From an optimization exercise on the open Yosys and OpenROAD flow, aimed at small area, a short achievable clock period and few clock cycles; shortcuts taken in it are not production practice.
At most, simulation tests tie the RTL to the original design; equivalence was not proved.
Only the layout flow was run in runs 1, 2 and 4 to 7; the RTL was not checked for function there.
No run shown here takes its clock network from TritonCTS; it comes from the design's own scripts or RTL.
The clock input has no modelled driver; a real chip could not lean on it and would need a root buffer or a full tree.
No activity file was given, so power comes from the tool's default toggle rates.

<file path="flow/config.mk">
export PLATFORM = sky130hd
export DESIGN_NAME = ELA
export DESIGN_NICKNAME = ELA
export VERILOG_FILES = /design/flow/design.v
export SDC_FILE = /design/flow/constraint.sdc
export NUM_CORES = 8
export LEC_CHECK = 0
export CAP_MARGIN = 20
export CORE_MARGIN = 2
export CORE_UTILIZATION = 60
export SETUP_SLACK_MARGIN = 4.85
export SLEW_MARGIN = 20
export SYNTH_HIERARCHICAL = 1
</file>
<file path="flow/constraint.sdc">
create_clock -name core_clock -period 7.0 [get_ports {clk}]
set_input_delay 1.4000 -clock core_clock [delete_from_list [all_inputs] [get_ports {clk}]]
set_output_delay 1.4000 -clock core_clock [all_outputs]
set_load 0.01 [all_outputs]
</file>
<file path="flow/flow/cts.tcl">
utl::set_metrics_stage "cts__{}"
source $::env(SCRIPTS_DIR)/load.tcl
source $::env(SCRIPTS_DIR)/lec_check.tcl
erase_non_stage_variables cts
load_design 3_place.odb 3_place.sdc
source_step_tcl PRE CTS

# Clone clock tree inverters next to register loads
# so cts does not try to buffer the inverted clocks.
repair_clock_inverters

proc save_progress { stage } {
  puts "Run 'make gui_$stage.odb' to load progress snapshot"
  orfs_write_db $::env(RESULTS_DIR)/$stage.odb
  orfs_write_sdc $::env(RESULTS_DIR)/$stage.sdc
}


# Clock tree: the clock port drives NBUF clkbuf_16 cells, each of which
# drives the flip-flops of one region of the core (a balanced one-level tree).
proc manual_clock_tree { nbuf } {
  set db [ord::get_db]
  set block [ord::get_db_block]
  set master [$db findMaster sky130_fd_sc_hd__clkbuf_16]
  set clk_net [$block findNet clk]
  set sinks {}
  foreach it [$clk_net getITerms] {
    if { [[$it getMTerm] getSigType] == "CLOCK" || [[$it getMTerm] getName] == "CLK" } {
      set inst [$it getInst]
      set bb [$inst getBBox]
      lappend sinks [list $it [expr {([$bb xMin] + [$bb xMax]) / 2}] [expr {([$bb yMin] + [$bb yMax]) / 2}]]
    }
  }
  puts "manual_clock_tree: [llength $sinks] sinks, $nbuf buffers"
  # split into two halves by x, then each half into nbuf/2 groups by y
  set sinks [lsort -integer -index 1 $sinks]
  set n [llength $sinks]
  set half [expr {($n + 1) / 2}]
  set groups {}
  set per [expr {$nbuf / 2}]
  foreach part [list [lrange $sinks 0 [expr {$half - 1}]] [lrange $sinks $half end]] {
    set part [lsort -integer -index 2 $part]
    set m [llength $part]
    for {set k 0} {$k < $per} {incr k} {
      set lo [expr {($m * $k) / $per}]
      set hi [expr {($m * ($k + 1)) / $per - 1}]
      lappend groups [lrange $part $lo $hi]
    }
  }
  set k 0
  foreach grp $groups {
    set sx 0
    set sy 0
    foreach s $grp {
      set sx [expr {$sx + [lindex $s 1]}]
      set sy [expr {$sy + [lindex $s 2]}]
    }
    set cnt [llength $grp]
    set inst [odb::dbInst_create $block $master "clkbuf_m_$k"]
    set net [odb::dbNet_create $block "clk_m_$k"]
    $net setSigType CLOCK
    [$inst findITerm A] connect $clk_net
    [$inst findITerm X] connect $net
    foreach s $grp {
      set it [lindex $s 0]
      $it disconnect
      $it connect $net
    }
    $inst setLocation [expr {$sx / $cnt}] [expr {$sy / $cnt}]
    $inst setPlacementStatus PLACED
    puts "manual_clock_tree: clkbuf_m_$k drives $cnt sinks"
    incr k
  }
  set_propagated_clock [all_clocks]
}

# Run CTS
set cts_args [list \
  -sink_clustering_enable \
  -repair_clock_nets]

append_env_var cts_args CTS_BUF_DISTANCE -distance_between_buffers 1
append_env_var cts_args CTS_CLUSTER_SIZE -sink_clustering_size 1
append_env_var cts_args CTS_CLUSTER_DIAMETER -sink_clustering_max_diameter 1
append_env_var cts_args CTS_BUF_LIST -buf_list 1
append_env_var cts_args CTS_LIB_NAME -library 1


if { [env_var_exists_and_non_empty CTS_ARGS] } {
  set cts_args $::env(CTS_ARGS)
}

set_dont_use $::env(DONT_USE_CELLS)

manual_clock_tree 4

utl::push_metrics_stage "cts__{}__pre_repair_timing"
log_cmd estimate_parasitics -placement
if { $::env(DETAILED_METRICS) } {
  report_metrics 4 "cts pre-repair-timing"
}
utl::pop_metrics_stage

set_placement_padding -global \
  -left $::env(CELL_PAD_IN_SITES_DETAIL_PLACEMENT) \
  -right $::env(CELL_PAD_IN_SITES_DETAIL_PLACEMENT)

set result [catch { detailed_placement } msg]
if { $result != 0 } {
  save_progress 4_1_error
  error "Detailed placement failed in CTS: $msg"
}

log_cmd estimate_parasitics -placement

if { $::env(CTS_SNAPSHOTS) } {
  save_progress 4_1_pre_repair_hold_setup
}

if { !$::env(SKIP_CTS_REPAIR_TIMING) } {
  if { $::env(EQUIVALENCE_CHECK) } {
    write_eqy_verilog 4_before_rsz.v
  }
  if { $::env(LEC_CHECK) } {
    write_lec_verilog 4_before_rsz_lec.v
  }

  repair_timing_helper

  if { $::env(EQUIVALENCE_CHECK) } {
    run_equivalence_test
  }
  if { $::env(LEC_CHECK) } {
    write_lec_verilog 4_after_rsz_lec.v
    run_lec_test 4_rsz 4_before_rsz_lec.v 4_after_rsz_lec.v
  }

  set result [catch { detailed_placement } msg]
  if { $result != 0 } {
    save_progress 4_1_error
    error "Detailed placement failed in CTS: $msg"
  }

  check_placement -verbose
}

report_metrics 4 "cts final"

source_step_tcl POST CTS

orfs_write_db $::env(RESULTS_DIR)/4_1_cts.odb
orfs_write_sdc $::env(RESULTS_DIR)/4_cts.sdc
</file>
<file path="flow/design.v">
`timescale 1ns/10ps
module ELA(clk, rst, in_data, data_rd, req, wen, addr, data_wr, done);
	input				clk;
	input				rst;
	input		[7:0]	in_data;
	input		[7:0]	data_rd;
	output				req;
	output	reg			wen;
	output	reg	[9:0]	addr;
	output	reg	[7:0]	data_wr;	 
	output				done;
	reg			interp, fin;
	reg			s_rb, s_w;	 
	reg	[7:0]	x;	 
	reg	[7:0]	y;	 
	reg	[7:0]	pp;	 
	reg	[7:0]	q;	 
	reg	[7:0]	r;	 
	reg	[7:0]	dreg, areg;	 
	reg	[7:0]	m;			 
	wire s_rt = ~s_rb & ~s_w;
	assign req  = ~interp;
	assign done = fin;
	wire [8:0] ix = {addr[9:6], addr[4:0]};
	wire [8:0] kst = {s_rb, s_rb, s_rb, s_rt & interp, s_rb, s_rb, s_rb,
			s_rb | s_w, s_w | ~interp & wen};
	function [8:0] add9;
		input [8:0] u, v;
		integer j; reg c;
		begin
			c = 1'b0;
			for (j = 0; j < 9; j = j + 1) begin
				add9[j] = u[j] ^ v[j] ^ c;
				c = (u[j] & v[j]) | (c & (u[j] ^ v[j]));
			end
		end
	endfunction
	wire [8:0] i_next = add9(ix, kst);
	wire [7:0] d_xy, a_xy;
	ELA_absd u_absd(.x(x), .y(y), .d(d_xy));
	ELA_avg u_avg(.x(x), .y(y), .a(a_xy));
	always @(posedge clk) begin
		dreg <= d_xy;
		areg <= a_xy;
	end
	wire edge_col = (ix[4:0] == 5'd1) || (ix[4:0] == 5'd2);
	wire le;
	ELA_le8 u_le(.v(dreg), .u(m), .le(le));
	wire take = s_w | le | (s_rb & edge_col);
	always @(posedge clk) begin
		if (take)
			m <= dreg;
		if (!interp)
			data_wr <= in_data;
		else if (take)
			data_wr <= areg;
	end
	always @(posedge clk or posedge rst) begin
		if (rst) begin
			interp <= 1'b0;
			fin <= 1'b0;
			s_rb <= 1'b0;
			s_w <= 1'b0;
			wen <= 1'b0;
		end else if (fin) begin
			wen <= 1'b0;
		end else begin
			if (!interp) begin
				wen <= ~(wen & (&ix));
				if (wen & (&ix))
					interp <= 1'b1;
			end else begin
				s_rb <= s_rt;
				s_w <= s_rb;
				wen <= s_rb & (ix[8:1] != 8'd16);
				if (s_rb && ix == 9'd1)
					fin <= 1'b1;
			end
		end
	end
	always @(posedge clk)
		addr <= (interp | wen) ? {i_next[8:5], interp & s_rb, i_next[4:0]} : 10'd0;
	always @(posedge clk) begin
		if (s_rt) begin
			x <= y; y <= data_rd; r <= x;
		end else if (s_rb) begin
			x <= r; y <= data_rd; r <= pp; pp <= y;
		end else begin
			x <= r; y <= q; q <= y; r <= pp;
		end
	end
endmodule
module ELA_le8(v, u, le);
	input	[7:0]	v, u;
	output			le;
	wire [7:0] g = v & ~u;
	wire [7:0] e = ~(v ^ u);
	wire g10 = g[1] | e[1] & g[0], e10 = e[1] & e[0];
	wire g32 = g[3] | e[3] & g[2], e32 = e[3] & e[2];
	wire g54 = g[5] | e[5] & g[4], e54 = e[5] & e[4];
	wire g76 = g[7] | e[7] & g[6], e76 = e[7] & e[6];
	wire g30 = g32 | e32 & g10;
	wire g74 = g76 | e76 & g54, e74 = e76 & e54;
	assign le = ~(g74 | e74 & g30);
endmodule
module ELA_absd(x, y, d);
	input	[7:0]	x, y;
	output	reg	[7:0]	d;
	reg [7:0] g, e, G1, E1, G2, E2, G3, E3, bo, bo2;
	integer i;
	always @(*) begin
		g = x & ~y;
		e = ~(x ^ y);
		for (i = 0; i < 8; i = i + 1)
			if (i % 2 == 1) begin G1[i] = g[i] | e[i] & g[i-1]; E1[i] = e[i] & e[i-1]; end
			else begin G1[i] = g[i]; E1[i] = e[i]; end
		for (i = 0; i < 8; i = i + 1)
			if (i % 4 >= 2) begin G2[i] = G1[i] | E1[i] & G1[(i/4)*4+1]; E2[i] = E1[i] & E1[(i/4)*4+1]; end
			else begin G2[i] = G1[i]; E2[i] = E1[i]; end
		for (i = 0; i < 8; i = i + 1)
			if (i >= 4) begin G3[i] = G2[i] | E2[i] & G2[3]; E3[i] = E2[i] & E2[3]; end
			else begin G3[i] = G2[i]; E3[i] = E2[i]; end
		bo  = {~(G3[6:0] | E3[6:0]), 1'b0};
		bo2 = {G3[6:0], 1'b0};
		d = G3[7] ? (~e ^ bo) : (~e ^ bo2);
	end
endmodule
module ELA_avg(x, y, a);
	input	[7:0]	x, y;
	output	reg	[7:0]	a;
	reg [7:0] g, p, G1, P1, G2, P2, G3, P3;
	integer i;
	always @(*) begin
		g = x & y; p = x ^ y;
		for (i = 0; i < 8; i = i + 1)
			if (i % 2 == 1) begin G1[i] = g[i] | p[i] & g[i-1]; P1[i] = p[i] & p[i-1]; end
			else begin G1[i] = g[i]; P1[i] = p[i]; end
		for (i = 0; i < 8; i = i + 1)
			if (i % 4 >= 2) begin G2[i] = G1[i] | P1[i] & G1[(i/4)*4+1]; P2[i] = P1[i] & P1[(i/4)*4+1]; end
			else begin G2[i] = G1[i]; P2[i] = P1[i]; end
		for (i = 0; i < 8; i = i + 1)
			if (i >= 4) begin G3[i] = G2[i] | P2[i] & G2[3]; P3[i] = P2[i] & P2[3]; end
			else begin G3[i] = G2[i]; P3[i] = P2[i]; end
		a = {G3[7], p[7:1] ^ G3[6:0]};
	end
endmodule
</file>
<file path="flow/flow/run.sh">
#!/bin/bash
# Layout flow: the standard ORFS flow, with these changes:
#  - synthesis does not extract full/half adder cells (ADDER_MAP_FILE empty),
#    so ABC maps all of the arithmetic itself;
#  - the port buffers are sky130_fd_sc_hd__buf_1 cells;
#  - the clock tree is one level: the clock port drives four clkbuf_16 cells,
#    one per quarter of the flip-flops (flow/cts.tcl replaces ORFS's cts.tcl,
#    with clock_tree_synthesis replaced by that buffering).
set -euo pipefail
rm -rf scripts_mod
cp -r "$FLOW_HOME/scripts" scripts_mod
cp flow/cts.tcl scripts_mod/cts.tcl
bash standard.sh ADDER_MAP_FILE= \
  "BUFFER_PORTS_ARGS=-buffer_cell sky130_fd_sc_hd__buf_1" \
  "SCRIPTS_DIR=$PWD/scripts_mod" \
  finish > make_finish.log 2>&1
</file>
<file path="flow/standard.sh">
#!/bin/bash
# synth_recipe.tcl (not shown) runs the flow's synth.tcl, then flattens the netlist and writes it again
# the make line also repeats each setting of config.mk as NAME=value (left out here)
make -C /OpenROAD-flow-scripts/flow DESIGN_CONFIG=/design/flow/config.mk WORK_HOME=/design/flow/orfs CLKGATE_MAP_FILE= SYNTH_SCRIPT=/design/flow/synth_recipe.tcl "${@:-finish}"
</file>
==> results of run 1 <==
==> placed cells by master, fill, tap and decap left out, drive strengths merged, types with 3 or more instances in the layout <==
master  netlist  final
dfxtp        50     50
buf          10     41
mux2         33     33
edfxtp       32     32
nor2         23     23
xnor2        21     21
inv          17     17
a21oi        17     17
nand2        14     14
o21ai        13     13
xor2         11     11
nor3         10     10
nor2b        10     10
nand2b        8      8
maj3          7      7
clkbuf        1      7
a31oi         6      6
o211ai        5      5
dfrtp         5      5
nand3         4      4
or2           3      3
mux2i         3      3
and2          3      3
a221oi        3      3
nor4          3      3
==> through the flow <==
step	total power [uW]	cell area [um^2]	util	std cells	hold WS, ps
finish	1000	4430	0.689	467	431
global route	1040	4430	0.689	467	453
CTS	1010	4360	0.679	464	437
detailed placement	794	4210	0.655	457	418
global placement	787	4210	0.655	457	414
floorplan	754	4040	-	353	401
==> layer usage <==
metal / wire length, um / GRT usage / vias to the layer above
li1: - / - / 1352
met1: 3350 / 0.268 / 1280
met2: 3540 / 0.334 / 36
met3: 177 / 0.00866 / 6
met4: 87 / 0.0245 / 0
met5: 0 / 0 / -
==> Yosys cell counts, types with 3 or more instances <==
cell type,count,share of area
dfrtp_1,5,0.031
xor2_1,11,0.024
nand3_1,4,0.0050
or2_2,3,0.0047
edfxtp_1,32,0.24
nor2b_1,9,0.014
o21ai_0,8,0.0099
a21oi_1,14,0.017
nor3_1,10,0.012
mux2_2,33,0.092
a31oi_1,6,0.0093
buf_2,7,0.0087
a21oi_2,3,0.0065
nand2b_1,7,0.011
mux2i_1,3,0.0074
nor2_1,22,0.020
inv_1,17,0.016
o21ai_1,5,0.0062
maj3_2,5,0.014
o211ai_1,5,0.0093
nand2_1,14,0.013
dfxtp_1,50,0.25
xnor2_1,20,0.043
==> registers in the layout, indices dropped and copies added, names as in the netlist <==
name and cells:
addr 10, areg 8, data_wr 8, dreg 8, m 8, pp 8, q 8, r 8
x 8, y 8, fin 1, interp 1, s_rb 1, s_w 1, wen 1
==> critical path, delay by kind of cell, from the launching register on <==
family	cells	cell delay [ps]
flops	1	510
buf+inv	2	170
==> worst max-delay path by stage <==
stage / startpoint / endpoint / slack (ps) / cells after the start
after global placement: interp$_DFFE_PP0N_ / req / 4530 / 2
after CTS: interp$_DFFE_PP0N_ / req / 4530 / 2
final: interp$_DFFE_PP0N_ / req / 4760 / 2
after detailed placement: s_rb$_DFFE_PP0P_ / q[6]$_DFFE_PP_ / 4470 / 3
after floorplan: interp$_DFFE_PP0N_ / req / 4950 / 2
after global routing: interp$_DFFE_PP0N_ / req / 4750 / 2
==> modules after synthesis (local to each module, per instance) <==
module / copies in the design / cell area [um^2] / flops+latches / cells inside
ELA_le8: 1 / 151 / 0 / 20
ELA_avg: 1 / 251 / 0 / 32
ELA: 1 / 3110 / 87 / 226
ELA_absd: 1 / 526 / 0 / 75
==> timing repair <==
item,4_1_cts,5_1_grt
endpoints found under the setup margin,30,28
hold buffers,0,0
buffers inserted,3,3
gates resized for setup,19,19
==> final cells by class <==
class / count / area (um^2) / area share
sequential: 87 / 2130 / 0.480
inverter: 18 / 70.1 / 0.0158
buffer: 4 / 100 / 0.0226
timing repair buffer: 44 / 200 / 0.0452
multi-input combinational: 237 / 1830 / 0.414
tap: 77 / 96.3 / 0.0218
==> cells by family (layout without fill, tap and decap cells) <==
kind of cell	after synthesis	after routing	synth area share
muxes	36	36	0.0995
DFF	87	87	0.517
xor gates and xnor gates	32	32	0.0713
AOI/OAI and AO/OA	73	73	0.132
adders and majority gates	7	7	0.0189
and+or+nand+nor	89	89	0.128
buffers and inverters	29	66	0.0329
==> power groups by stage <==
| stage | registers, uW | clock network [uW] | logic [uW] |
|---|---|---|---|
| final | 623 | 223 | 156 |
| after global routing | 630 | 242 | 172 |
| after CTS | 623 | 230 | 158 |
| after detailed placement | 637 | 0 | 157 |
| after global placement | 633 | 0 | 153 |
| after floorplan | 627 | 0 | 127 |
==> flow_summary.json, run 1 <==
{
  "fin_crit_sh": 0.320,
  "drive_gt1_frac": 0.241,
  "drtAntennaViolNets": 0,
  "status": "timing/DRC/antenna clean",
  "p_per_area_mw_per_mm2": 226,
  "swShare": 0.234,
  "dr.pass1.iters": 4,
  "worstPathRequired_ps": 5600,
  "core-area_mm2": 0.00642,
  "netlist-cell-type-count": 68,
  "grt_pass1_vias": 2446,
  "fin_tns_setup_ps": 0,
  "initial_core_util": 0.628,
  "seq_area_frac_synth": 0.517,
  "die_x_um": 86.0,
  "clk_pin_slew_ps": 90,
  "rsz0062_at_grt": "yes",
  "wirelength_um": 7160,
  "syn_avg_cell_area_um2": 11.4,
  "p_int_uw": 767,
  "skew_ps": 16.2,
  "num_vias": 2674,
  "diodes": 0,
  "setup_violations": 0,
  "crit_type": "register to output port",
  "grt_pass1_wl_um": 11600,
  "reg2reg_to": "areg[7]$_DFF_P_",
  "worstHoldStart": "dreg[0]$_DFF_P_",
  "grt_use_total": 0.190,
  "final_max_slew_viol_count": 0,
  "drc": 0,
  "synthArstFlopShare": 0.0575,
  "portBuffers": 38,
  "period_minus_slack_ps": 2240,
  "routed_via_density": 5.73,
  "hold_path_depth": 0,
  "leakage_uw": 0.00165,
  "drv_cap": 0,
  "drt_iter0_drc": 109,
  "area.growth.synth_to_final_pct": 9.71,
  "slowest_delay_ps": 510,
  "die_area_mm2": 0.00740,
  "holdCritPathClass": "register to register",
  "crit_arrival_ps": 840,
  "worstSetupStartpointType": "register",
  "boundaryPins": 39,
  "crit_chain": "inv_4 -> buf_6",
  "synth-main-ff-cell": "dfxtp_1",
  "final_hold_viol_count": 0,
  "mappedNetlistNets": 371,
  "insertion_delay_ps": 160,
  "power_frac_seq": 0.622,
  "power_frac_comb": 0.155,
  "vdd_drop_max_mv": 0.184,
  "place.gp.congestion": 0.845,
  "rr_startpoint": "y[3]$_DFF_P_",
  "fillCellCount": 512,
  "max_freq_mhz": 447,
  "fin_nets": 410,
  "rows": 29,
  "synth_warnings": 9,
  "crit_slowest_cell": "dfrtp_4",
  "slew_headroom": 0.437,
  "timing_worst_slew_pin_value_ps": 844,
  "dpl_worst_slack_ps": 4470,
  "crit_fanout": 4,
  "p_clk_frac": 0.222,
  "netlist_area_mm2": 0.00404,
  "post-dp-hpwl_um": 5090,
  "r2r.worst_path.cells": 5,
  "ys_ff_latch": 87,
  "p_sw_uw": 235,
  "r2r_setup_slack_ps": 4980,
  "grt_max_degree": 24,
  "end_kind": "output port",
  "antenna_found_initial": 0,
  "synth_edf_count": 32,
  "die_h_um": 86.0,
  "synth_cells": 353,
  "fin_ws_ps": 4760,
  "overflow": 0,
  "hold_end": "m[0]$_DFFE_PP_",
  "wl_per_cell_um": 15.3
}
==> inputs of run 2 (changes only) <==
--- a/flow/config.mk
+++ b/flow/config.mk
@@ -8,6 +8,6 @@
 export CAP_MARGIN = 20
 export CORE_MARGIN = 2
 export CORE_UTILIZATION = 60
-export SETUP_SLACK_MARGIN = 4.85
+export SETUP_SLACK_MARGIN = 4.9
 export SLEW_MARGIN = 20
 export SYNTH_HIERARCHICAL = 1
==> flow_summary.json, run 2 <==
{
  "status": "timing/DRC/antenna clean",
  "multi_input_area_mm2": 0.00185,
  "drtAntennaViolNets": 0,
  "fin_nets": 417,
  "boundaryPins": 39,
  "synth_warnings": 9,
  "period_minus_slack_ps": 2200,
  "diodes": 0,
  "cp_num_buf_inv": 2,
  "synth_cells": 353,
  "fillCellCount": 501,
  "synth-simple-area-share": 0.128,
  "swShare": 0.236,
  "power_frac_seq": 0.620,
  "drive_gt1_frac": 0.285,
  "place.gp.congestion": 0.845,
  "holdCritPathClass": "register to register",
  "synth_top_family_by_area": "compound AO/OA/AOI/OAI gates",
  "grt_use_total": 0.193,
  "drv_cap": 0,
  "end_kind": "output port",
  "num_vias": 2681,
  "p_clk_frac": 0.222,
  "worstSetupStartpointType": "register",
  "wl_per_cell_um": 15.2,
  "die_h_um": 86.0,
  "worstHoldStart": "dreg[0]$_DFF_P_",
  "seq_area_mm2": 0.00214,
  "fin_crit_sh": 0.315,
  "overflow": 0,
  "synth_commonest_cells": "dfxtp_1, mux2_2, edfxtp_1, nor2_1, xnor2_1",
  "antenna_found_initial": 0,
  "synth-main-ff-cell": "dfxtp_1",
  "final_hold_viol_count": 0,
  "post-dp-hpwl_um": 5090,
  "p_per_area_mw_per_mm2": 222,
  "setup_violations": 0,
  "ys_ff_latch": 87,
  "largest_reg_flops": 10,
  "synth_top_area_frac": 0.248,
  "routed_via_density": 5.66,
  "netlist-cell-type-count": 68,
  "crit_path_start": "interp$_DFFE_PP0N_",
  "placed_cell_area_mm2": 0.00421,
  "crit_chain": "inv_4 -> buf_6",
  "final_max_slew_viol_count": 0,
  "synth-compound-area-share": 0.132,
  "synthTopCellsByArea": "dfxtp_1, edfxtp_1, mux2_2, xnor2_1, dfrtp_1",
  "rr_startpoint": "y[4]$_DFF_P_",
  "synth.area.mux_share": 0.0995,
  "dr.pass1.iters": 4,
  "yosysMostFrequentCell": "dfxtp_1",
  "netlist_area_mm2": 0.00404,
  "core-area_mm2": 0.00642,
  "p_int_uw": 767,
  "syn_avg_cell_area_um2": 11.4,
  "synth-adder-area-share": 0.0189,
  "hold_buffers": 0,
  "seq_area_frac_synth": 0.517,
  "power_frac_comb": 0.158,
  "rows": 29,
  "crit_slowest_cell": "dfrtp_4",
  "timing_worst_slew_pin_value_ps": 855,
  "die_x_um": 86.0,
  "crit_fanout": 2,
  "area.growth.synth_to_final_pct": 11.9,
  "max_freq_mhz": 454,
  "synth_edf_count": 32,
  "grt_max_degree": 24,
  "rsz0062_at_grt": "yes",
  "final_cell_mix": "mux2_2, dfxtp_1, edfxtp_1",
  "synth_area_leader_cell": "dfxtp_1",
  "clk_pin_slew_ps": 90,
  "drc": 0,
  "synthArstFlopShare": 0.0575,
  "grt_pass1_vias": 2480,
  "mappedNetlistNets": 371,
  "total_power_uw": 1000,
  "final_area_mm2": 0.00452,
  "crit_type": "register to output port",
  "p_sw_uw": 237,
  "crit_arrival_ps": 800,
  "leakage_uw": 0.00171,
  "grt_pass1_wl_um": 11800,
  "drt_iter0_drc": 115,
  "insertion_delay_ps": 160,
  "fin_tns_setup_ps": 0,
  "top_register": "addr",
  "skew_ps": 15.0,
  "die_area_mm2": 0.00740,
  "initial_core_util": 0.628,
  "slowest_delay_ps": 500,
  "crit_family": "flip-flops",
  "worstPathRequired_ps": 5600,
  "slew_headroom": 0.429,
  "wirelength_um": 7200,
  "portBuffers": 38,
  "vdd_drop_max_mv": 0.170,
  "synth_xor_area_frac": 0.0713
}
## run 2: cell types whose count changed in the layout (fill, tap and decap cells not counted), moves of 2 or more
cell and change:
buf_4 +7, o21ai_1 -2, o21ai_2 +2, dfxtp_1 -2, buf_2 +6, dfxtp_4 +3
buf_1 -5
## run 2: per-layer routing
metal | global-route usage | vias to the layer above | wire, um
met5 | 0 | - | 0
met4 | 0.0245 | 0 | 105
met3 | 0.00866 | 7 | 162
met2 | 0.338 | 31 | 3550
met1 | 0.276 | 1279 | 3380
li1 | - | 1364 | -
## run 2: cell families after synthesis
kind of cell               count (synthesis)
buffers and inverters                     29
xor gates and xnor gates                  32
DFF                                       87
adders and majority gates                  7
AOI/OAI and AO/OA                         73
muxes                                     36
and+or+nand+nor                           89
## run 2: final cells by class
type                            count  area share
Buffer                              4      0.0222
Inverter                           18      0.0155
Multi-Input combinational cell    237       0.411
Sequential cell                    87       0.473
Tap cell                           77      0.0213
Timing Repair Buffer               51      0.0573
## run 2: worst paths after layout
| kind | endpoint | cells past startpoint | slack, ps |
|---|---|---|---|
| min | m[0]$_DFFE_PP_ | 0 | 430 |
| max in group asynchronous | interp$_DFFE_PP0N_ | 2 | 5730 |
| min reg2reg | m[0]$_DFFE_PP_ | 0 | 430 |
| min in group asynchronous | interp$_DFFE_PP0N_ | 2 | 1090 |
| max reg2reg | dreg[6]$_DFF_P_ | 7 | 5000 |
| max | req | 2 | 4800 |
## run 2: per-module statistics from Yosys, one instance, submodules excluded
module / cells / area, um^2
ELA: 226 / 3110
ELA_absd: 75 / 526
ELA_avg: 32 / 251
ELA_le8: 20 / 151
## run 2: timing repair
item / 4_1_cts / 5_1_grt
pin swaps: 0 / 0
cloned: 0 / 0
endpoints found under the setup margin: 45 / 19
setup buffers: 11 / 2
hold endpoints to repair: 0 / 0
gates resized for setup: 36 / 16
## run 2: per-stage QoR
step	utilization	hold slack [ps]	instances	setup WS, ps
detailed placement	0.655	418	457	4470
CTS	0.693	437	472	4800
global route	0.703	453	474	4780
global placement	0.655	414	457	4530
floorplan	-	401	353	4950
finish	0.703	431	474	4800
## run 2: power groups by stage
stage	combinational (uW)	sequential, uW	clock, uW
4_1_cts	158	623	230
5_1_grt	175	630	242
3_3_place_gp	153	633	0
6_report	159	622	223
3_5_place_dp	157	637	0
2_1_floorplan	127	627	0
## run 2: worst register-to-register path: cells and delay by family, from the launching register on
family	cells	cell delay [ps]
AO/OA/AOI/OAI	3	640
XOR/XNOR	1	150
adder cells (fa/ha/maj)	1	340
flip-flops	1	380
AND/OR/NAND/NOR	2	420
==> inputs of run 3 (changes only) <==
--- a/flow/design.v
+++ b/flow/design.v
@@ -62,9 +62,11 @@
 			s_rb <= 1'b0;
 			s_w <= 1'b0;
 			wen <= 1'b0;
+			addr <= 10'd0;
 		end else if (fin) begin
 			wen <= 1'b0;
 		end else begin
+			addr <= {i_next[8:5], interp & s_rb, i_next[4:0]};
 			if (!interp) begin
 				wen <= ~(wen & (&ix));
 				if (wen & (&ix))
@@ -78,15 +80,13 @@
 			end
 		end
 	end
-	always @(posedge clk)
-		addr <= (interp | wen) ? {i_next[8:5], interp & s_rb, i_next[4:0]} : 10'd0;
 	always @(posedge clk) begin
 		if (s_rt) begin
 			x <= y; y <= data_rd; r <= x;
 		end else if (s_rb) begin
-			x <= r; y <= data_rd; r <= pp; pp <= y;
+			x <= r; y <= data_rd; r <= y;
 		end else begin
-			x <= r; y <= q; q <= y; r <= pp;
+			x <= pp; y <= q; pp <= r; q <= y; r <= y;
 		end
 	end
 endmodule
==> flow/flow/run.sh (replaced) <==
#!/bin/bash
# Layout flow: the standard ORFS flow, with these changes:
#  - synthesis does not extract full/half adder cells (ADDER_MAP_FILE empty),
#    so ABC maps all of the arithmetic itself;
#  - the port buffers are sky130_fd_sc_hd__buf_2 cells;
#  - the clock tree is one level: the clock port drives four clkbuf_8 cells,
#    one per quarter of the flip-flops (flow/cts.tcl replaces ORFS's cts.tcl,
#    with clock_tree_synthesis replaced by that buffering).
set -euo pipefail
rm -rf scripts_mod
cp -r "$FLOW_HOME/scripts" scripts_mod
cp flow/cts.tcl scripts_mod/cts.tcl
bash standard.sh ADDER_MAP_FILE= \
  "BUFFER_PORTS_ARGS=-buffer_cell sky130_fd_sc_hd__buf_2" \
  "SCRIPTS_DIR=$PWD/scripts_mod" \
  finish > make_finish.log 2>&1
--- a/flow/flow/cts.tcl
+++ b/flow/flow/cts.tcl
@@ -16,12 +16,12 @@
 }
 
 
-# Clock tree: the clock port drives NBUF clkbuf_16 cells, each of which
+# Clock tree: the clock port drives NBUF clkbuf_8 cells, each of which
 # drives the flip-flops of one region of the core (a balanced one-level tree).
 proc manual_clock_tree { nbuf } {
   set db [ord::get_db]
   set block [ord::get_db_block]
-  set master [$db findMaster sky130_fd_sc_hd__clkbuf_16]
+  set master [$db findMaster sky130_fd_sc_hd__clkbuf_8]
   set clk_net [$block findNet clk]
   set sinks {}
   foreach it [$clk_net getITerms] {
--- a/flow/config.mk
+++ b/flow/config.mk
@@ -7,7 +7,7 @@
 export LEC_CHECK = 0
 export CAP_MARGIN = 20
 export CORE_MARGIN = 2
-export CORE_UTILIZATION = 60
-export SETUP_SLACK_MARGIN = 4.9
+export CORE_UTILIZATION = 40
+export SETUP_SLACK_MARGIN = 4.8
 export SLEW_MARGIN = 20
 export SYNTH_HIERARCHICAL = 1
==> flow_summary.json, run 3 <==
{
  "period_minus_slack_ps": 2200,
  "portBuffers": 38,
  "final_max_slew_viol_count": 0,
  "wl_met2_um": 3460,
  "synth_edf_count": 32,
  "drt_iter0_drc": 122,
  "timing_worst_slew_pin_value_ps": 660,
  "crit_arrival_ps": 800,
  "post-dp-hpwl_um": 5550,
  "rsz0062_at_grt": "yes",
  "drtAntennaViolNets": 0,
  "slew_headroom": 0.559,
  "dr.pass1.iters": 4,
  "num_vias": 2662,
  "fin_crit_sh": 0.314,
  "slowest_delay_ps": 450,
  "largest_reg_flops": 10,
  "skew_ps": 8.02,
  "overflow": 0,
  "crit_type": "register to output port",
  "grt_max_degree": 31,
  "top_register": "addr",
  "total_power_uw": 960,
  "crit_chain": "inv_4 -> buf_6",
  "ys_ff_latch": 87,
  "drt-met1-wl_um": 3740,
  "crit_family": "flip-flops",
  "max_freq_mhz": 455,
  "boundaryPins": 39,
  "worstSetupStartpointType": "register",
  "utilization": 0.464,
  "yosysMostFrequentCell": "dfxtp_1",
  "synth_cells": 354,
  "synth_area_leader_cell": "edfxtp_1",
  "synth_commonest_cells": "dfxtp_1, edfxtp_1, mux2_2, nor2_1, nand2_1",
  "p_per_area_mw_per_mm2": 210,
  "netlist-cell-type-count": 65,
  "antenna_found_initial": 0,
  "clk_pin_slew_ps": 120,
  "initial_core_util": 0.415,
  "wl_per_cell_um": 14.3,
  "end_kind": "output port",
  "insertion_delay_ps": 170,
  "drv_cap": 0,
  "die_area_mm2": 0.0110,
  "leakage_uw": 0.00180,
  "synthArstFlopShare": 0.172,
  "seq_area_frac_synth": 0.523,
  "die_h_um": 105,
  "mostFrequentLayoutCell": "buf_2",
  "crit_fanout": 4,
  "drive_gt1_frac": 0.339,
  "final_cell_mix": "buf_2, dfxtp_1, edfxtp_1",
  "routed_via_density": 5.01,
  "holdCritPathClass": "register to register",
  "wirelength_um": 7600,
  "status": "timing/DRC/antenna clean",
  "final_hold_viol_count": 0,
  "grt_use_total": 0.136,
  "crit_slowest_cell": "dfrtp_2",
  "syn_avg_cell_area_um2": 11.6,
  "setup_violations": 0,
  "worstPathRequired_ps": 5600,
  "diodes": 0,
  "synth_warnings": 9,
  "met3_length_um": 284,
  "die_x_um": 105,
  "synthTopCellsByArea": "edfxtp_1, dfxtp_1, dfrtp_1, mux2_2, xnor2_1",
  "netlist_area_mm2": 0.00409,
  "drc": 0,
  "fillCellCount": 933,
  "synth-main-ff-cell": "dfxtp_1",
  "fin_nets": 418,
  "top_layer": "met4",
  "vdd_drop_max_mv": 0.135,
  "grt_pass1_wl_um": 12700,
  "core-area_mm2": 0.00986,
  "grt_pass1_vias": 2530,
  "place.gp.congestion": 0.836,
  "cp_num_buf_inv": 2,
  "hold_buffers": 0,
  "area.growth.synth_to_final_pct": 12.0,
  "fin_tns_setup_ps": 0,
  "mappedNetlistNets": 372,
  "synth_top_area_frac": 0.235,
  "rows": 36
}
-- run 3: cell types whose count changed after synthesis, sizes merged, moves of 4 or more --
cell / before / now
nor3: 10 / 4
mux2i: 3 / 12
mux2: 33 / 26
nand2: 14 / 21
o21ai: 13 / 19
xor2: 11 / 15
dfxtp: 50 / 40
dfrtp: 5 / 15
-- run 3: repair_timing --
action                                  4_1_cts  5_1_grt
resized for setup                            17       13
pin swaps                                     0        1
gates cloned                                  0        0
setup buffers                                 9        6
endpoints found under the setup margin       35       33
-- run 3: worst paths after layout --
check                                    from              endpoint  slack (ps)  depth (start not counted)
hold / removal                   r[1]$_DFF_P_       pp[1]$_DFFE_PP_         450                          0
max in group asynchronous                 rst   addr[0]$_DFFE_PP0N_        5310                          2
setup / recovery           interp$_DFFE_PP0N_                   req        4800                          2
min in group asynchronous                 rst   addr[9]$_DFFE_PP0N_        1270                          2
hold reg to reg                  r[1]$_DFF_P_       pp[1]$_DFFE_PP_         450                          0
setup reg to reg               m[2]$_DFFE_PP_  data_wr[7]$_DFFE_PP_        4900                          6
-- run 3: cells by family after synthesis --
family	synth area share
XOR/XNOR	0.0768
AO/OA/AOI/OAI	0.119
multiplexers	0.101
buffers and inverters	0.0386
AND/OR/NAND/NOR	0.120
flip-flops	0.523
adder cells (fa/ha/maj)	0.0214
-- run 3: power by group --
group	total [uW]	switching (uW)	internal, uW
clock	169	116	53.7
combinational	162	81.9	80.0
sequential	628	37.8	591
-- run 3: final cells by class --
class                   instances  area (um^2)  share of cell area
multi-input cells             239         1830               0.399
inverters                      15         62.6              0.0137
repair buffers                 53          309              0.0675
well taps                     133          166              0.0363
plain buffers                   4         55.1              0.0120
flip-flops and latches         87         2160               0.472
-- run 3: modules after synthesis, one instance, submodules excluded --
module    cell area [um^2]  flops+latches
ELA                   3160             87
ELA_absd               526              0
ELA_avg                251              0
ELA_le8                151              0
-- run 3: per-stage QoR --
step,cell area [um^2],setup slack [ps],cells,hold slack [ps]
final,4580,4800,531,450
after global placement,4340,4610,512,418
after detailed placement,4340,4580,512,419
after floorplan,4090,4850,354,401
after CTS,4490,4730,525,450
after global routing,4580,4780,531,463
-- run 3: per-layer routing --
metal,track usage,up-vias
li1,-,1356
met1,0.202,1241
met2,0.224,57
met3,0.00873,8
met4,0.0181,0
met5,0,-
Testbench counts of run 3, summed over its fixed seeds: cycles 62,688.
==> inputs of run 4 (changes only) <==
--- a/flow/design.v
+++ b/flow/design.v
@@ -37,8 +37,7 @@
 	endfunction
 	wire [8:0] i_next = add9(ix, kst);
 	wire [7:0] d_xy, a_xy;
-	ELA_absd u_absd(.x(x), .y(y), .d(d_xy));
-	ELA_avg u_avg(.x(x), .y(y), .a(a_xy));
+	ELA_pair u_pair(.x(x), .y(y), .d(d_xy), .a(a_xy));
 	always @(posedge clk) begin
 		dreg <= d_xy;
 		areg <= a_xy;
@@ -84,9 +83,9 @@
 		if (s_rt) begin
 			x <= y; y <= data_rd; r <= x;
 		end else if (s_rb) begin
-			x <= r; y <= data_rd; r <= y;
+			x <= r; y <= data_rd; r <= pp; pp <= y;
 		end else begin
-			x <= pp; y <= q; pp <= r; q <= y; r <= y;
+			x <= r; y <= q; q <= y; r <= pp;
 		end
 	end
 endmodule
@@ -103,10 +102,11 @@
 	wire g74 = g76 | e76 & g54, e74 = e76 & e54;
 	assign le = ~(g74 | e74 & g30);
 endmodule
-module ELA_absd(x, y, d);
+module ELA_pair(x, y, d, a);
 	input	[7:0]	x, y;
-	output	reg	[7:0]	d;
+	output	reg	[7:0]	d, a;
 	reg [7:0] g, e, G1, E1, G2, E2, G3, E3, bo, bo2;
+	reg [7:0] g2, p2, H1, Q1, H2, Q2, H3, Q3;
 	integer i;
 	always @(*) begin
 		g = x & ~y;
@@ -123,24 +123,16 @@
 		bo  = {~(G3[6:0] | E3[6:0]), 1'b0};
 		bo2 = {G3[6:0], 1'b0};
 		d = G3[7] ? (~e ^ bo) : (~e ^ bo2);
-	end
+		g2 = x & y; p2 = x ^ y;
+		for (i = 0; i < 8; i = i + 1)
+			if (i % 2 == 1) begin H1[i] = g2[i] | p2[i] & g2[i-1]; Q1[i] = p2[i] & p2[i-1]; end
+			else begin H1[i] = g2[i]; Q1[i] = p2[i]; end
+		for (i = 0; i < 8; i = i + 1)
+			if (i % 4 >= 2) begin H2[i] = H1[i] | Q1[i] & H1[(i/4)*4+1]; Q2[i] = Q1[i] & Q1[(i/4)*4+1]; end
+			else begin H2[i] = H1[i]; Q2[i] = Q1[i]; end
+		for (i = 0; i < 8; i = i + 1)
+			if (i >= 4) begin H3[i] = H2[i] | Q2[i] & H2[3]; Q3[i] = Q2[i] & Q2[3]; end
+			else begin H3[i] = H2[i]; Q3[i] = Q2[i]; end
+		a = {H3[7], p2[7:1] ^ H3[6:0]};
+		end
 endmodule
-module ELA_avg(x, y, a);
-	input	[7:0]	x, y;
-	output	reg	[7:0]	a;
-	reg [7:0] g, p, G1, P1, G2, P2, G3, P3;
-	integer i;
-	always @(*) begin
-		g = x & y; p = x ^ y;
-		for (i = 0; i < 8; i = i + 1)
-			if (i % 2 == 1) begin G1[i] = g[i] | p[i] & g[i-1]; P1[i] = p[i] & p[i-1]; end
-			else begin G1[i] = g[i]; P1[i] = p[i]; end
-		for (i = 0; i < 8; i = i + 1)
-			if (i % 4 >= 2) begin G2[i] = G1[i] | P1[i] & G1[(i/4)*4+1]; P2[i] = P1[i] & P1[(i/4)*4+1]; end
-			else begin G2[i] = G1[i]; P2[i] = P1[i]; end
-		for (i = 0; i < 8; i = i + 1)
-			if (i >= 4) begin G3[i] = G2[i] | P2[i] & G2[3]; P3[i] = P2[i] & P2[3]; end
-			else begin G3[i] = G2[i]; P3[i] = P2[i]; end
-		a = {G3[7], p[7:1] ^ G3[6:0]};
-	end
-endmodule
==> flow/flow/run.sh (replaced) <==
#!/bin/bash
# Layout flow: the standard ORFS flow, with these changes:
#  - synthesis does not extract full/half adder cells (ADDER_MAP_FILE empty),
#    so ABC maps all of the arithmetic itself;
#  - the port buffers are sky130_fd_sc_hd__buf_1 cells;
#  - the clock tree is one level: the clock port drives four clkbuf_16 cells,
#    one per quarter of the flip-flops (flow/cts.tcl replaces ORFS's cts.tcl,
#    with clock_tree_synthesis replaced by that buffering).
set -euo pipefail
rm -rf scripts_mod
cp -r "$FLOW_HOME/scripts" scripts_mod
cp flow/cts.tcl scripts_mod/cts.tcl
bash standard.sh ADDER_MAP_FILE= \
  "BUFFER_PORTS_ARGS=-buffer_cell sky130_fd_sc_hd__buf_1" \
  "SCRIPTS_DIR=$PWD/scripts_mod" \
  finish > make_finish.log 2>&1
--- a/flow/flow/cts.tcl
+++ b/flow/flow/cts.tcl
@@ -16,12 +16,12 @@
 }
 
 
-# Clock tree: the clock port drives NBUF clkbuf_8 cells, each of which
+# Clock tree: the clock port drives NBUF clkbuf_16 cells, each of which
 # drives the flip-flops of one region of the core (a balanced one-level tree).
 proc manual_clock_tree { nbuf } {
   set db [ord::get_db]
   set block [ord::get_db_block]
-  set master [$db findMaster sky130_fd_sc_hd__clkbuf_8]
+  set master [$db findMaster sky130_fd_sc_hd__clkbuf_16]
   set clk_net [$block findNet clk]
   set sinks {}
   foreach it [$clk_net getITerms] {
==> flow_summary.json, run 4 <==
{
  "fin_tns_setup_ps": 0,
  "met2_usage": 0.214,
  "power_frac_seq": 0.615,
  "period_minus_slack_ps": 2340,
  "synth_top_area_frac": 0.245,
  "timing_worst_slew_pin_value_ps": 827,
  "boundaryPins": 39,
  "final_hold_viol_count": 0,
  "routed_via_density": 4.84,
  "crit_fanout": 7,
  "slowest_delay_ps": 370,
  "netlist_area_mm2": 0.00392,
  "met1_usage": 0.182,
  "antenna_found_initial": 0,
  "place.gp.congestion": 0.770,
  "die_area_mm2": 0.0106,
  "insertion_delay_ps": 150,
  "mostFrequentLayoutCell": "buf_1",
  "slew_headroom": 0.448,
  "wl_per_cell_um": 13.4,
  "hold_buffers": 0,
  "post-dp-hpwl_um": 4800,
  "wirelength_um": 6730,
  "num_vias": 2441,
  "netlist-cell-type-count": 60,
  "largest_reg_flops": 10,
  "syn_avg_cell_area_um2": 12.1,
  "portBuffers": 38,
  "crit_arrival_ps": 2380,
  "synth_warnings": 8,
  "critPathMostFrequentCell": "maj3_2",
  "worstPathRequired_ps": 7040,
  "die_h_um": 103,
  "p_clk_frac": 0.218,
  "setup_violations": 0,
  "placed_cell_area_mm2": 0.00414,
  "grt_use_total": 0.125,
  "p_sw_uw": 231,
  "skew_ps": 5.74,
  "synth_edf_count": 32,
  "ys_ff_latch": 87,
  "grt_max_degree": 23,
  "clk_pin_slew_ps": 80,
  "final_area_mm2": 0.00448,
  "power_frac_comb": 0.167,
  "vdd_drop_max_mv": 0.117,
  "seq_area_frac_synth": 0.545,
  "drive_gt1_frac": 0.310,
  "gr-usage-met3": 0.0102,
  "synth-main-ff-cell": "dfxtp_1",
  "yosysMostFrequentCell": "dfxtp_1",
  "end_kind": "register",
  "top_register": "addr",
  "p_int_uw": 779,
  "grt_pass1_wl_um": 11100,
  "synthTopCellsByArea": "edfxtp_1, dfxtp_1, mux2_2, dfrtp_1, xnor2_1",
  "area.growth.synth_to_final_pct": 14.2,
  "crit_type": "register to register",
  "synth_area_leader_cell": "edfxtp_1",
  "fin_crit_sh": 0.334,
  "drv_cap": 0,
  "fin_nets": 391,
  "initial_core_util": 0.407,
  "drtAntennaViolNets": 0,
  "swShare": 0.229,
  "leakage_uw": 0.00172,
  "core-area_mm2": 0.00964,
  "synthArstFlopShare": 0.172,
  "grt_pass1_vias": 2307,
  "die_x_um": 103,
  "drc": 0,
  "worstSetupStartpointType": "register",
  "rows": 36,
  "rsz0062_at_grt": "yes",
  "drt_iter0_drc": 105,
  "diodes": 0,
  "final_cell_mix": "buf_1, mux2_2, dfxtp_1",
  "final_max_slew_viol_count": 0,
  "crit_chain": "a22oi_2 -> o31ai_2 -> maj3_2 -> maj3_2 -> maj3_2 -> maj3_2 -> maj3_2",
  "status": "timing/DRC/antenna clean",
  "synth_commonest_cells": "dfxtp_1, mux2_2, edfxtp_1, nor2_1, inv_1",
  "crit_slowest_cell": "dfxtp_4",
  "overflow": 0,
  "holdCritPathClass": "register to register",
  "dr.pass1.iters": 4,
  "max_freq_mhz": 428,
  "synth_cells": 324,
  "top_usage_layer": "met2",
  "p_per_area_mw_per_mm2": 226,
  "mappedNetlistNets": 342
}
[run 4: cells by family (layout without fill, tap and decap cells)]
group / Yosys count / after routing / synth area share
adders and majority gates: 10 / 10 / 0.0281
AOI/OAI and AO/OA: 54 / 54 / 0.101
muxes: 38 / 38 / 0.108
xor gates and xnor gates: 28 / 28 / 0.0626
buffers and inverters: 29 / 76 / 0.0434
DFF: 87 / 87 / 0.545
and+or+nand+nor: 78 / 78 / 0.112
[run 4: cell type report]
class / instances / area, um^2
buffer: 4 / 100
fill: 924 / 5160
multi-input combinational: 208 / 1700
timing repair buffer: 56 / 285
inverter: 16 / 62.6
tap: 133 / 166
sequential: 87 / 2160
[run 4: path summary, 6_finish.rpt]
| check | from | slack, ps | endpoint | depth (start not counted) |
|---|---|---|---|---|
| max | y[0]$_DFF_P_ | 4660 | areg[7]$_DFF_P_ | 7 |
| min | dreg[0]$_DFF_P_ | 440 | m[0]$_DFFE_PP_ | 0 |
| max reg2reg | y[0]$_DFF_P_ | 4660 | areg[7]$_DFF_P_ | 7 |
| min reg2reg | dreg[0]$_DFF_P_ | 440 | m[0]$_DFFE_PP_ | 0 |
| max in group asynchronous | rst | 5280 | s_rb$_DFFE_PP0P_ | 2 |
| min in group asynchronous | rst | 1280 | addr[2]$_DFFE_PP0N_ | 2 |
[run 4: per-layer routing]
metal  vias up  wire (um)
met5         -          0
met4         0         57
met3         5        182
met2        26       3220
met1      1164       3270
li1       1246          -
[run 4: stage by stage]
step                      power (uW)  hold slack (ps)  utilization  setup slack [ps]  instances
after global routing            1060              465        0.465              4550        504
after global placement           773              413        0.429              4540        482
after CTS                       1010              444        0.453              4640        498
after floorplan                  743              401            -              4720        324
after detailed placement         781              423        0.429              4510        482
final                           1010              441        0.465              4660        504
[run 4: worst max-delay path: cells and delay by family, from the launching register on]
family,cells,cell delay (ps)
adder cells (fa/ha/maj),5,1550
flip-flops,1,370
AO/OA/AOI/OAI,2,310
[run 4: modules after synthesis, one instance, submodules excluded]
| module | flip-flops and latches | area [um^2] | cells inside |
|---|---|---|---|
| ELA_le8 | 0 | 151 | 20 |
| ELA_pair | 0 | 654 | 94 |
| ELA | 87 | 3110 | 210 |
[run 4: repair_timing]
action / in CTS / in global routing
pin swaps: 7 / 11
setup endpoints to repair: 32 / 19
gates resized for setup: 23 / 20
buffers inserted: 12 / 6
[run 4: power groups by stage]
stage | sequential, uW | combinational (uW) | clock, uW
after floorplan | 625 | 119 | 0
after global placement | 630 | 143 | 0
after CTS | 621 | 157 | 231
after detailed placement | 633 | 148 | 0
final | 621 | 169 | 220
after global routing | 629 | 187 | 247
==> inputs of run 5 (changes only) <==
--- a/flow/config.mk
+++ b/flow/config.mk
@@ -7,7 +7,7 @@
 export LEC_CHECK = 0
 export CAP_MARGIN = 20
 export CORE_MARGIN = 2
-export CORE_UTILIZATION = 40
-export SETUP_SLACK_MARGIN = 4.8
+export CORE_UTILIZATION = 60
+export SETUP_SLACK_MARGIN = 4.85
 export SLEW_MARGIN = 20
 export SYNTH_HIERARCHICAL = 1
==> flow_summary.json, run 5 <==
{
  "skew_ps": 4.78,
  "die_area_mm2": 0.00720,
  "critPathMostFrequentCell": "maj3_2",
  "vdd_drop_max_mv": 0.200,
  "period_minus_slack_ps": 2350,
  "grt_use_total": 0.180,
  "p_per_area_mw_per_mm2": 223,
  "largest_reg_flops": 10,
  "fin_crit_sh": 0.335,
  "synth_commonest_cells": "dfxtp_1, mux2_2, edfxtp_1, nor2_1, inv_1",
  "num_vias": 2473,
  "met2_usage": 0.283,
  "mostFrequentLayoutCell": "buf_1",
  "routed_via_density": 5.40,
  "synth_area_leader_cell": "edfxtp_1",
  "core-area_mm2": 0.00635,
  "wirelength_um": 6610,
  "synth_edf_count": 32,
  "final_cell_mix": "buf_1, mux2_2, dfxtp_1",
  "top_usage_layer": "met1",
  "crit_fanout": 2,
  "mappedNetlistNets": 342,
  "placed_cell_area_mm2": 0.00407,
  "slowest_delay_ps": 360,
  "seq_area_frac_synth": 0.545,
  "gr-usage-met3": 0.00875,
  "boundaryPins": 39,
  "overflow": 0,
  "worstPathRequired_ps": 7040,
  "synth_warnings": 8,
  "rsz0062_at_grt": "yes",
  "max_freq_mhz": 426,
  "antenna_found_initial": 0,
  "end_kind": "register",
  "synth_cells": 324,
  "grt_pass1_wl_um": 10800,
  "fin_nets": 401,
  "netlist_area_mm2": 0.00392,
  "met1_usage": 0.288,
  "final_max_slew_viol_count": 0,
  "leakage_uw": 0.00179,
  "crit_slowest_cell": "dfxtp_4",
  "synthArstFlopShare": 0.172,
  "place.gp.congestion": 0.804,
  "grt_pass1_vias": 2312,
  "die_h_um": 84.8,
  "die_x_um": 84.8,
  "rows": 29,
  "clk_pin_slew_ps": 80,
  "timing_worst_slew_pin_value_ps": 816,
  "holdCritPathClass": "register to register",
  "synthTopCellsByArea": "edfxtp_1, dfxtp_1, mux2_2, dfrtp_1, xnor2_1",
  "crit_arrival_ps": 2390,
  "status": "timing/DRC/antenna clean",
  "crit_chain": "a22oi_2 -> o31ai_2 -> maj3_2 -> maj3_2 -> maj3_2 -> maj3_2 -> maj3_2",
  "crit_family": "adder cells",
  "hold_buffers": 0,
  "rr_startpoint": "y[0]$_DFF_P_",
  "area.growth.synth_to_final_pct": 16.1,
  "final_area_mm2": 0.00455,
  "portBuffers": 38,
  "fin_tns_setup_ps": 0,
  "wl_per_cell_um": 14.4,
  "worstHoldStart": "dreg[0]$_DFF_P_",
  "drt_iter0_drc": 103,
  "netlist-cell-type-count": 60,
  "utilization": 0.716,
  "crit_path_start": "y[0]$_DFF_P_",
  "syn_avg_cell_area_um2": 12.1,
  "diodes": 0,
  "insertion_delay_ps": 150,
  "grt_max_degree": 23,
  "post-dp-hpwl_um": 4590,
  "dr.pass1.iters": 4,
  "drtAntennaViolNets": 0,
  "synth-main-ff-cell": "dfxtp_1",
  "ys_ff_latch": 87,
  "cp_num_buf_inv": 0,
  "synth_top_area_frac": 0.245,
  "top_register": "addr",
  "crit_type": "register to register",
  "setup_violations": 0,
  "drv_cap": 0,
  "drc": 0,
  "final_hold_viol_count": 0,
  "worstSetupStartpointType": "register",
  "initial_core_util": 0.617,
  "yosysMostFrequentCell": "dfxtp_1",
  "slew_headroom": 0.455,
  "drive_gt1_frac": 0.341
}
==> run 5: final timing paths <==
kind,to,slack [ps],cells after the start
setup / recovery,areg[7]$_DFF_P_,4650,7
hold / removal,m[0]$_DFFE_PP_,430,0
setup reg to reg,areg[7]$_DFF_P_,4650,7
hold reg to reg,m[0]$_DFFE_PP_,430,0
max in group asynchronous,s_rb$_DFFE_PP0P_,5270,2
min in group asynchronous,wen$_DFF_PP0_,1290,2
==> run 5: area by class of cell <==
class / count / area [um^2]
timing repair buffer: 66 / 364
tap: 77 / 96.3
fill: 482 / 1800
inverter: 16 / 62.6
sequential: 87 / 2170
buffer: 4 / 100
multi-input combinational: 208 / 1760
==> run 5: repair_timing <==
| action | 4_1_cts | 5_1_grt |
|---|---|---|
| buffers inserted | 16 | 12 |
| setup endpoints to repair | 27 | 20 |
| gates resized for setup | 27 | 28 |
| pin swaps | 8 | 15 |
| gates cloned | 0 | 0 |
==> run 5: power breakdown <==
part           internal, uW  switching [uW]
combinational          91.5            83.2
clock                   104             117
sequential              588            31.4
total                   784             232
==> run 5: routing by layer <==
layer	part of all wire	up-vias
met1	0.50	1152
met2	0.45	46
met4	0.014	0
li1	-	1268
met5	0	-
met3	0.035	7
==> run 5: worst reg2reg max path, delay by kind of cell (launching register included) <==
kind,cells,cell delay [ps]
AOI/OAI and AO/OA,2,310
adders and majority gates,5,1570
DFF,1,360
==> run 5: through the flow <==
| stage | total power, uW | instances | hold slack (ps) | setup slack (ps) |
|---|---|---|---|---|
| after floorplan | 744 | 324 | 401 | 4720 |
| after global placement | 774 | 426 | 410 | 4550 |
| after detailed placement | 777 | 426 | 413 | 4500 |
| after CTS | 1000 | 446 | 433 | 4640 |
| after global routing | 1070 | 458 | 449 | 4590 |
| final | 1020 | 458 | 429 | 4650 |
==> run 5: Yosys stat by module (local to each module, per instance) <==
module,area [um^2],cells inside,flip-flops and latches
ELA_le8,151,20,0
ELA_pair,654,94,0
ELA,3110,210,87
==> run 5: kinds of logic after synthesis <==
| family | share of synthesized area |
|---|---|
| compound gates | 0.101 |
| xor+xnor | 0.0626 |
| mux | 0.108 |
| flops | 0.545 |
| buf+inv | 0.0434 |
| fa+ha+maj | 0.0281 |
| simple gates | 0.112 |
==> inputs of run 6 (changes only) <==
--- a/flow/config.mk
+++ b/flow/config.mk
@@ -8,6 +8,6 @@
 export CAP_MARGIN = 20
 export CORE_MARGIN = 2
 export CORE_UTILIZATION = 60
-export SETUP_SLACK_MARGIN = 4.85
+export SETUP_SLACK_MARGIN = 4.75
 export SLEW_MARGIN = 20
 export SYNTH_HIERARCHICAL = 1
==> flow_summary.json, run 6 <==
{
  "status": "timing/DRC/antenna clean",
  "p_sw_uw": 227,
  "p_per_area_mw_per_mm2": 230,
  "crit_arrival_ps": 2370,
  "dr.pass1.iters": 4,
  "synth_warnings": 8,
  "ys_ff_latch": 87,
  "fin_tns_setup_ps": 0,
  "worstPathRequired_ps": 7040,
  "rsz0062_at_grt": "yes",
  "clk_pin_slew_ps": 80,
  "timing_worst_slew_pin_value_ps": 803,
  "drv_cap": 0,
  "routed_via_density": 5.54,
  "placed_cell_area_mm2": 0.00405,
  "holdCritPathClass": "register to register",
  "diodes": 0,
  "max_freq_mhz": 429,
  "wl_per_cell_um": 14.5,
  "post-dp-hpwl_um": 4650,
  "drt_iter0_drc": 125,
  "crit_type": "register to register",
  "core-area_mm2": 0.00635,
  "seq_area_frac_synth": 0.545,
  "wirelength_um": 6500,
  "yosysMostFrequentCell": "dfxtp_1",
  "overflow": 0,
  "syn_avg_cell_area_um2": 12.1,
  "die_h_um": 84.8,
  "synthArstFlopShare": 0.172,
  "die_x_um": 84.8,
  "die_area_mm2": 0.00720,
  "final_max_slew_viol_count": 0,
  "r2r_setup_slack_ps": 4670,
  "antenna_found_initial": 0,
  "synth-main-ff-cell": "dfxtp_1",
  "hold_buffers": 0,
  "post-place-cells": 426,
  "p_int_uw": 773,
  "num_vias": 2486,
  "power_frac_seq": 0.621,
  "final_area_mm2": 0.00435,
  "rows": 29,
  "area.growth.synth_to_final_pct": 11.0,
  "synth_area_leader_cell": "edfxtp_1",
  "drtAntennaViolNets": 0,
  "largest_reg_flops": 10,
  "portBuffers": 38,
  "crit_fanout": 2,
  "mostFrequentLayoutCell": "buf_1",
  "final_hold_viol_count": 0,
  "synthTopCellsByArea": "edfxtp_1, dfxtp_1, mux2_2, dfrtp_1, xnor2_1",
  "synth_cells": 324,
  "grt_max_degree": 23,
  "drive_gt1_frac": 0.288,
  "swShare": 0.227,
  "mappedNetlistNets": 342,
  "fin_nets": 392,
  "end_kind": "register",
  "synth_top_area_frac": 0.245,
  "utilization": 0.685,
  "top_register": "addr",
  "vdd_drop_max_mv": 0.237,
  "skew_ps": 4.10,
  "power_frac_comb": 0.158,
  "final_cells": 449,
  "insertion_delay_ps": 150,
  "grt_pass1_wl_um": 10900,
  "leakage_uw": 0.00171,
  "total_power_uw": 1000,
  "place.gp.congestion": 0.807,
  "grt_use_total": 0.180,
  "initial_core_util": 0.617,
  "p_clk_frac": 0.221,
  "netlist-cell-type-count": 60,
  "synth_edf_count": 32,
  "netlist_area_mm2": 0.00392,
  "final_cell_mix": "buf_1, mux2_2, dfxtp_1",
  "worstSetupStartpointType": "register",
  "boundaryPins": 39,
  "synth_commonest_cells": "dfxtp_1, mux2_2, edfxtp_1, nor2_1, inv_1",
  "slew_headroom": 0.464,
  "grt_pass1_vias": 2286,
  "fillCellCount": 502,
  "period_minus_slack_ps": 2330,
  "fin_crit_sh": 0.333,
  "setup_violations": 0,
  "drc": 0
}
-- run 6: kinds of logic (layout without fill, tap and decap cells) --
logic type / after synthesis / count (layout) / synth area share
simple gates: 78 / 78 / 0.112
compound gates: 54 / 54 / 0.101
buf+inv: 29 / 77 / 0.0434
xor+xnor: 28 / 28 / 0.0626
fa+ha+maj: 10 / 10 / 0.0281
mux: 38 / 38 / 0.108
flops: 87 / 87 / 0.545
-- run 6: final cells by class --
| class | instances | area [um^2] | area share |
|---|---|---|---|
| multi-input cells | 208 | 1650 | 0.379 |
| well taps | 77 | 96.3 | 0.0221 |
| flip-flops and latches | 87 | 2160 | 0.496 |
| repair buffers | 57 | 287 | 0.0658 |
| plain buffers | 4 | 100 | 0.0230 |
| inverters | 16 | 60.1 | 0.0138 |
-- run 6: worst max-delay path: stages, from the launching register on --
cell and delay, ps:
dfxtp_4 360, a22oi_2 210, o31ai_2 100, maj3_2 320
maj3_2 340, maj3_2 310, maj3_2 310, maj3_2 290
-- run 6: stage by stage --
| stage | setup slack, ps | hold WS, ps |
|---|---|---|
| 2_1_floorplan | 4720 | 401 |
| 3_3_place_gp | 4540 | 410 |
| 3_5_place_dp | 4510 | 424 |
| 4_1_cts | 4660 | 444 |
| 5_1_grt | 4580 | 464 |
| 6_report | 4670 | 444 |
-- run 6: what timing repair did --
action	in CTS	in global routing
buffers inserted	9	10
resized for setup	19	10
setup endpoints to repair	20	29
pin swaps	6	7
-- run 6: Yosys stat by module (local to each module, per instance) --
module	flip-flops and latches	cells inside	area [um^2]
ELA	87	210	3110
ELA_pair	0	94	654
ELA_le8	0	20	151
-- run 6: power groups by stage --
stage / Combinational, uW / Sequential [uW] / Clock, uW
after detailed placement: 145 / 633 / 0
after global placement: 141 / 630 / 0
after floorplan: 118 / 624 / 0
after CTS: 157 / 621 / 224
after global routing: 176 / 629 / 243
final: 158 / 621 / 221
-- run 6: worst paths after layout --
path,start,endpoint,cells past startpoint
setup / recovery,y[0]$_DFF_P_,areg[7]$_DFF_P_,7
hold / removal,dreg[4]$_DFF_P_,m[4]$_DFFE_PP_,0
setup reg to reg,y[0]$_DFF_P_,areg[7]$_DFF_P_,7
hold reg to reg,dreg[4]$_DFF_P_,m[4]$_DFFE_PP_,0
max in group asynchronous,rst,s_rb$_DFFE_PP0P_,2
min in group asynchronous,rst,addr[3]$_DFFE_PP0N_,2
-- run 6: metal layers --
layer	global-route usage	up-vias	wire length [um]
li1	-	1247	-
met1	0.279	1176	3150
met2	0.293	54	2980
met3	0.00875	9	267
met4	0.0231	0	93
met5	0	-	0
==> inputs of run 7 (changes only) <==
--- a/flow/config.mk
+++ b/flow/config.mk
@@ -8,6 +8,6 @@
 export CAP_MARGIN = 20
 export CORE_MARGIN = 2
 export CORE_UTILIZATION = 60
-export SETUP_SLACK_MARGIN = 4.75
+export SETUP_SLACK_MARGIN = 4.8
 export SLEW_MARGIN = 20
 export SYNTH_HIERARCHICAL = 1
==> flow_summary.json, run 7 <==
{
  "mappedNetlistNets": 342,
  "rows": 29,
  "portBuffers": 38,
  "crit_chain": "a22oi_2 -> o31ai_4 -> maj3_2 -> maj3_2 -> maj3_2 -> maj3_2 -> maj3_2",
  "period_minus_slack_ps": 2350,
  "wl_per_cell_um": 14.8,
  "netlist-cell-type-count": 60,
  "r2r_setup_slack_ps": 4650,
  "place.gp.congestion": 0.817,
  "netlist_area_mm2": 0.00392,
  "routed_via_density": 5.40,
  "core-area_mm2": 0.00635,
  "die_area_mm2": 0.00720,
  "die_x_um": 84.8,
  "crit_family": "adder cells",
  "vdd_drop_max_mv": 0.239,
  "clk_pin_slew_ps": 80,
  "rr_startpoint": "y[0]$_DFF_P_",
  "end_kind": "register",
  "fin_nets": 392,
  "leakage_uw": 0.00174,
  "die_h_um": 84.8,
  "antenna_found_initial": 0,
  "synth_top_area_frac": 0.245,
  "setup_violations": 0,
  "fillCellCount": 457,
  "worstSetupStartpointType": "register",
  "overflow": 0,
  "max_freq_mhz": 425,
  "grt_pass1_wl_um": 10800,
  "crit_arrival_ps": 2400,
  "crit_type": "register to register",
  "rsz0062_at_grt": "yes",
  "status": "timing/DRC/antenna clean",
  "skew_ps": 5.50,
  "insertion_delay_ps": 150,
  "cp_num_buf_inv": 0,
  "slew_headroom": 0.452,
  "synthArstFlopShare": 0.172,
  "diodes": 0,
  "synth_edf_count": 32,
  "synth_commonest_cells": "dfxtp_1, mux2_2, edfxtp_1, nor2_1, inv_1",
  "drive_gt1_frac": 0.331,
  "final_hold_viol_count": 0,
  "reg2reg_to": "areg[7]$_DFF_P_",
  "synth-main-ff-cell": "dfxtp_1",
  "synthTopCellsByArea": "edfxtp_1, dfxtp_1, mux2_2, dfrtp_1, xnor2_1",
  "path_depth": 7,
  "fin_tns_setup_ps": 0,
  "timing_worst_slew_pin_value_ps": 820,
  "final_cell_mix": "buf_1, mux2_2, dfxtp_1, edfxtp_1, nor2_1",
  "synth_cells": 324,
  "grt_use_total": 0.179,
  "grt_max_degree": 23,
  "top_register": "addr",
  "holdCritPathClass": "register to register",
  "num_vias": 2426,
  "hold_buffers": 0,
  "dr.pass1.iters": 4,
  "syn_avg_cell_area_um2": 12.1,
  "worstPathRequired_ps": 7040,
  "drt_iter0_drc": 134,
  "r2r.worst_path.cells": 7,
  "drc": 0,
  "seq_area_frac_synth": 0.545,
  "critPathMostFrequentCell": "maj3_2",
  "ys_ff_latch": 87,
  "area.growth.synth_to_final_pct": 14.5,
  "grt_pass1_vias": 2216,
  "drv_cap": 0,
  "post-dp-hpwl_um": 4680,
  "yosysMostFrequentCell": "dfxtp_1",
  "drtAntennaViolNets": 0,
  "crit_fanout": 2,
  "slowest_delay_ps": 350,
  "wirelength_um": 6640,
  "cp-endpoint": "areg[7]$_DFF_P_",
  "crit_slowest_cell": "dfxtp_4",
  "mostFrequentLayoutCell": "buf_1",
  "initial_core_util": 0.617,
  "boundaryPins": 39,
  "fin_crit_sh": 0.336,
  "synth_warnings": 8,
  "crit_path_start": "y[0]$_DFF_P_",
  "final_max_slew_viol_count": 0,
  "synth_area_leader_cell": "edfxtp_1",
  "hold_path_depth": 0,
  "hold_ws_ps": 437,
  "p_per_area_mw_per_mm2": 229,
  "largest_reg_flops": 10
}
## run 7: per-module statistics from Yosys (local to each module, per instance)
module	cells inside	area, um^2	flip-flops and latches	copies in the design
ELA	210	3110	87	1
ELA_pair	94	654	0	1
ELA_le8	20	151	0	1
## run 7: area by class of cell
cell class                 instances  area (um^2)  share of cell area
tap                               77         96.3              0.0215
timing repair buffer              57          290              0.0647
buffer                             4          100              0.0223
sequential                        87         2170               0.484
multi-input combinational        208         1770               0.393
inverter                          16         62.6              0.0139
## run 7: worst min-delay path by stage
stage                                from        endpoint  slack [ps]
after CTS                 dreg[5]$_DFF_P_  m[5]$_DFFE_PP_         440
after floorplan           dreg[0]$_DFF_P_  m[0]$_DFFE_PP_         400
final                     dreg[0]$_DFF_P_  m[0]$_DFFE_PP_         440
after detailed placement  dreg[5]$_DFF_P_  m[5]$_DFFE_PP_         420
after global routing      dreg[0]$_DFF_P_  m[0]$_DFFE_PP_         450
after global placement    dreg[0]$_DFF_P_  m[0]$_DFFE_PP_         410
## run 7: cell families after synthesis
logic type,Yosys count,synth area share
fa+ha+maj,10,0.0281
buf+inv,29,0.0434
simple gates,78,0.112
compound gates,54,0.101
xor+xnor,28,0.0626
mux,38,0.108
flops,87,0.545
## run 7: routing by layer
metal | wire length, um | GRT usage
met2 | 3010 | 0.276
met4 | 106 | 0.0173
met1 | 3320 | 0.293
met3 | 211 | 0.00973
met5 | 0 | 0
## run 7: where the power goes
group | switching (uW) | total, uW | internal, uW
Sequential | 33.9 | 623 | 589
Combinational | 88.3 | 184 | 95.9
Clock | 116 | 220 | 104
## run 7: worst reg2reg max path, stage by stage, from the launching register on
cell	delay (ps)
dfxtp_4	350
a22oi_2	250
o31ai_4	110
maj3_2	310
maj3_2	320
maj3_2	320
maj3_2	310
maj3_2	280
## run 7: timing repair
item                       CTS  global route
resized for setup           22            36
setup endpoints to repair   23            31
pin swaps                    7            16
setup buffers               11             8
## run 7: through the flow
stage	total power, uW	worst slack [ps]	utilization	instance area [um^2]	instances
after floorplan	743	4720	-	3940	324
after global placement	773	4560	0.640	4070	426
after detailed placement	779	4520	0.640	4070	426
after CTS	1000	4620	0.677	4300	441
after global routing	1070	4560	0.707	4490	449
final	1030	4650	0.707	4490	449

-- port drivers added, routing unchanged --
Ports are ideal in the flow. The routed layouts listed here were re-timed in OpenROAD.
Step 1 assumes that a clkbuf_16 drives the clock port and a buf_2 every other input.
Step 2, shift: input delay + t, output delay - t, t = (earliest + latest rising clock arrival at the registers) / 2. This alone moves slack from input paths to output paths.
Slacks: ideal / step 1 / step 2; pairs: ideal / step 1.
run	shift t [ns]	setup slack, ns	worst hold slack (ns)	worst setup path after step 2	worst data-port slew with drivers (ns)
run 1	0.227	4.763 / 4.686 / 4.914	0.431 / 0.431 / 0.431	register to output	0.03
run 2	0.228	4.796 / 4.718 / 4.946	0.431 / 0.431 / 0.431	register to output	0.03
run 3	0.233	4.803 / 4.741 / 4.899	0.450 / 0.450 / 0.450	register to register	0.03
run 4	0.221	4.661 / 4.661 / 4.661	0.441 / 0.441 / 0.441	register to register	0.03
run 5	0.218	4.655 / 4.655 / 4.655	0.429 / 0.429 / 0.429	register to register	0.03
run 6	0.220	4.667 / 4.667 / 4.667	0.444 / 0.444 / 0.444	register to register	0.03
run 7	0.221	4.646 / 4.646 / 4.646	0.437 / 0.437 / 0.437	register to register	0.03
After both steps every run listed still meets setup and hold.
